From an optimization exercise on the open Yosys and OpenROAD flow, aimed at a short achievable clock period and few clock cycles; shortcuts taken in it are not production practice.
In this exercise RTL edits were held to simulation tests only and were not proved equivalent to the original.
No driver is modelled on the clock port, so clocking that relies on it looks cheaper here than on a real chip.

==> v30 <==
// mips_cpu
module mips_cpu(
    input         clk,
    input         rst,
    output [31:0] imem_addr,
    input  [31:0] imem_rdata,
    output [31:0] dmem_addr,
    output [31:0] dmem_wdata,
    output        dmem_we,
    input  [31:0] dmem_rdata
    );
clock: 12.0 ns
lec_check: 0
abc_clock_period_in_ps: 1000
cap_margin: 20
core_margin: 2
core_utilization: 35
place_density: 0.55
slew_margin: 20
synth_hierarchical: 1
standard.sh (not shown) runs the stock make flow with config.mk's settings and CLKGATE_MAP_FILE= SYNTH_SCRIPT=/design/flow/synth_recipe.tcl, a recipe that flattens the netlist after the stock synthesis.
==> flow/flow/run.sh <==
#!/bin/bash
# The standard layout with these changes (clock period and constraints unchanged):
# - the resizer may change a cell's footprint, and ports get buf_6 buffers
#   instead of the weak clkdlybuf4s50_1;
# - slow 3- and 4-input OR/AND/NOR gates and the adder cells are kept from
#   the cell mapping (adders are left to abc as plain gates);
# - after clock tree synthesis, the tree's root buffer is split into four
#   buffers on the clock port (split_root.tcl), each driving a quarter of the
#   root's loads: every register's clock arrives earlier by the same amount.
#   Global routing's timing repair then works on the new tree.
set -euo pipefail
BASE_DU="sky130_fd_sc_hd__probe_p_8 sky130_fd_sc_hd__probec_p_8 sky130_fd_sc_hd__lpflow_bleeder_1 sky130_fd_sc_hd__lpflow_clkbufkapwr_1 sky130_fd_sc_hd__lpflow_clkbufkapwr_16 sky130_fd_sc_hd__lpflow_clkbufkapwr_2 sky130_fd_sc_hd__lpflow_clkbufkapwr_4 sky130_fd_sc_hd__lpflow_clkbufkapwr_8 sky130_fd_sc_hd__lpflow_clkinvkapwr_1 sky130_fd_sc_hd__lpflow_clkinvkapwr_16 sky130_fd_sc_hd__lpflow_clkinvkapwr_2 sky130_fd_sc_hd__lpflow_clkinvkapwr_4 sky130_fd_sc_hd__lpflow_clkinvkapwr_8 sky130_fd_sc_hd__lpflow_decapkapwr_12 sky130_fd_sc_hd__lpflow_decapkapwr_3 sky130_fd_sc_hd__lpflow_decapkapwr_4 sky130_fd_sc_hd__lpflow_decapkapwr_6 sky130_fd_sc_hd__lpflow_decapkapwr_8 sky130_fd_sc_hd__lpflow_inputiso0n_1 sky130_fd_sc_hd__lpflow_inputiso0p_1 sky130_fd_sc_hd__lpflow_inputiso1n_1 sky130_fd_sc_hd__lpflow_inputiso1p_1 sky130_fd_sc_hd__lpflow_inputisolatch_1 sky130_fd_sc_hd__lpflow_isobufsrc_1 sky130_fd_sc_hd__lpflow_isobufsrc_16 sky130_fd_sc_hd__lpflow_isobufsrc_2 sky130_fd_sc_hd__lpflow_isobufsrc_4 sky130_fd_sc_hd__lpflow_isobufsrc_8 sky130_fd_sc_hd__lpflow_isobufsrckapwr_16 sky130_fd_sc_hd__lpflow_lsbuf_lh_hl_isowell_tap_1 sky130_fd_sc_hd__lpflow_lsbuf_lh_hl_isowell_tap_2 sky130_fd_sc_hd__lpflow_lsbuf_lh_hl_isowell_tap_4 sky130_fd_sc_hd__lpflow_lsbuf_lh_isowell_4 sky130_fd_sc_hd__lpflow_lsbuf_lh_isowell_tap_1 sky130_fd_sc_hd__lpflow_lsbuf_lh_isowell_tap_2 sky130_fd_sc_hd__lpflow_lsbuf_lh_isowell_tap_4"
EXTRA_DU="sky130_fd_sc_hd__or4_* sky130_fd_sc_hd__or4b_* sky130_fd_sc_hd__or4bb_* sky130_fd_sc_hd__or3_* sky130_fd_sc_hd__or3b_* sky130_fd_sc_hd__and4_* sky130_fd_sc_hd__and4b_* sky130_fd_sc_hd__and4bb_* sky130_fd_sc_hd__nor4_* sky130_fd_sc_hd__nor4b_* sky130_fd_sc_hd__nor4bb_* sky130_fd_sc_hd__a2111o_* sky130_fd_sc_hd__a2111oi_* sky130_fd_sc_hd__o2111a_* sky130_fd_sc_hd__o2111ai_* sky130_fd_sc_hd__fa_* sky130_fd_sc_hd__ha_* sky130_fd_sc_hd__maj3_*"
R=orfs/results/sky130hd/mips_cpu/base
bash standard.sh SETUP_SLACK_MARGIN=8.55 MATCH_CELL_FOOTPRINT=0 \
    "BUFFER_PORTS_ARGS=-buffer_cell sky130_fd_sc_hd__buf_6" \
    "DONT_USE_CELLS=$BASE_DU $EXTRA_DU" cts > standard_cts.log 2>&1
IN_ODB=$R/4_cts.odb OUT_ODB=$R/4_cts_split.odb openroad -exit -no_init flow/split_root.tcl > split_root.log 2>&1
mv $R/4_cts_split.odb $R/4_cts.odb
bash standard.sh SETUP_SLACK_MARGIN=8.55 MATCH_CELL_FOOTPRINT=0 \
    "BUFFER_PORTS_ARGS=-buffer_cell sky130_fd_sc_hd__buf_6" \
    "DONT_USE_CELLS=$BASE_DU $EXTRA_DU" finish > standard.log 2>&1
Other scripts of this flow, unchanged in this note and not shown: flow/flow/split_root.tcl
==> v35 (differences from v30) <==
--- a/flow/design.v
+++ b/flow/design.v
@@ -108,27 +108,20 @@
     input           RegWre,      
     input [31:1]    Sel1,        
     input [31:1]    Sel2,        
     input [4:0]     WriteReg,
     input [31:0]    WriteData,
     input           reset,       
     output[31:0]    ReadData1,
-    output[31:0]    ReadData2,
-    output[31:1]    ValidNext
+    output[31:0]    ReadData2
     );
     reg [31:0] register[31:1];
     reg [31:1] valid;
-    wire [31:1] s1 = Sel1;
-    wire [31:1] s2 = Sel2;
-    genvar g;
-    generate
-        for (g = 1; g < 32; g = g + 1) begin : vn
-            assign ValidNext[g] = valid[g] | (RegWre && WriteReg == g);
-        end
-    endgenerate
+    wire [31:1] s1 = Sel1 & valid;
+    wire [31:1] s2 = Sel2 & valid;
     reg [31:0] r1, r2;
     integer i;
     always @(*) begin
         r1 = 32'd0;
         r2 = 32'd0;
         for (i = 1; i < 32; i = i + 1) begin
             r1 = r1 | (register[i] & {32{s1[i]}});
@@ -258,21 +251,20 @@
         .MemReg(loadD), .MemWE(storeD), .branch(beqD), .jr(jrD), .jal(jalD),
         .useRs(useRsD), .useRt(useRtD)
     );
     SignExtend se(.imm(insD[15:0]), .SignImm(immD));
     wire [4:0]  rdD = jalD ? 5'd31 : (regDstD ? insD[15:11] : rtD);
     wire        weD = regWeD & (rdD != 5'd0);
     reg  [31:1] ohA, ohB;        
-    wire [31:1] rfValidN;
     wire [31:0] rfA, rfB;
     RegisterFile rf(
         .clk(clk), .reset(rst),
         .Sel1(ohA), .Sel2(ohB),
         .RegWre(weW), .WriteReg(rdW), .WriteData(resW),
-        .ReadData1(rfA), .ReadData2(rfB), .ValidNext(rfValidN)
+        .ReadData1(rfA), .ReadData2(rfB)
     );
     reg  hitAE, hitBE, hitAM, hitBM, hitAW, hitBW, luA, luB;
     wire [31:0] resMW = loadM ? dmem_rdata : resMi;
     wire [31:0] aD = hitAM ? resMW : (hitAW ? resW : rfA);
     wire [31:0] bD = hitBM ? resMW : (hitBW ? resW : rfB);
     wire loadUse = (useRsD && luA) || (useRtD && luB);
     wire hazD    = vD && loadUse;    
@@ -332,16 +324,16 @@
         luA   <= weN & loadD & (rdD == rsF);
         luB   <= weN & loadD & (rdD == rtF);
         hitAM <= weE & (rdE == rsF);
         hitBM <= weE & (rdE == rtF);
         hitAW <= weM & (rdM == rsF);
         hitBW <= weM & (rdM == rtF);
         for (r = 1; r < 32; r = r + 1) begin
-            ohA[r] <= (rsF == r) & rfValidN[r];
-            ohB[r] <= (rtF == r) & rfValidN[r];
+            ohA[r] <= (rsF == r);
+            ohB[r] <= (rtF == r);
         end
     end
     wire [31:0] aNext, bNext, sNext;
     LateMux fa(.sel(hitAE),        .late(aluR), .early(aD), .out(aNext));
     LateMux fb(.sel(hitBE & regB), .late(aluR), .early(useImmD ? immD : (jrD ? pcF : bD)), .out(bNext));   
     LateMux fs(.sel(hitBE),        .late(aluR), .early(bD), .out(sNext));
     wire regB = ~useImmD & ~jrD;     
==> results.txt <==
                                                                                        v30                       v35
Hold Crit Endpoint                                                          sdM[23]$_DFF_P_           sdM[15]$_DFF_P_
Number of detailed-routing iterations run before antenna repair                           8                        11
Status                                                                       finished clean            finished clean
Global-route wire length before repair                                               553 mm                    632 mm
Min cycle time layout                                                               3590 ps                   3770 ps
Cells resized by post-CTS repair                                                        296                       424
Met3 track utilization from global routing                                            10.8%                     15.4%
Endpoint arrival time on the critical path                                          4160 ps                   4360 ps
Least-Margin Pin Slew                                                               1210 ps                   1360 ps
Cells after synthesis                                                                  6878                      7431
Post-route fraction of the period consumed by the critical path                       29.9%                     31.4%
Fillcell total                                                                        21379                     22107
Floorplan die area                                                              232000 um^2               239000 um^2
Number of antenna violations at the first check in global routing                        21                        49
Cell with the biggest individual delay on the critical path        sky130_fd_sc_hd__dfxtp_2    sky130_fd_sc_hd__buf_4
Maximum resistive drop on vdd                                                      0.113 mV                  0.132 mV
Number of distinct library cells after synthesis                                        109                       106
Reg-to-reg startpoint                                                        ohB[8]$_DFF_P_  rf.valid[12]$_DFFE_PP0P_
ClkCell Share                                                                         6.16%                     6.15%
Iter 0 DRT Violations                                                                 13332                     15587
Testbench counts of v30, summed over its fixed seeds: cycles 97,327.
Testbench counts of v35, summed over its fixed seeds: cycles 97,327.

-- what the ideal ports hide --
In the flow no input, the clock included, has a driving cell. The finished layouts below were timed again as built, in two steps. Step 1 assumes that a clkbuf_16 drives the clock port and a buf_2 every other input. Step 2 adds t to the input delays and takes it off the output delays; t is the mean of the earliest and latest rising clock arrival at the registers after step 1. Input paths then give back, and output paths get back, about the clock's delay inside the block. Slacks: no drivers / after step 1 / after step 2; pairs: no drivers / after step 1.
| run | t, ns | slack for setup (ns) | worst setup path at the end | worst register clock-pin slew, ns |
|---|---|---|---|---|
| v30 | 0.761 | 8.412 / 8.300 / 7.887 | input to register | 0.07 / 0.07 |
| v35 | 0.763 | 8.227 / 8.227 / 7.893 | input to register | 0.07 / 0.07 |
After both steps setup and hold are still met in every run listed. The setup slack of v30, which loses most, moves by -0.112 ns with the drivers and by -0.525 ns with both steps.
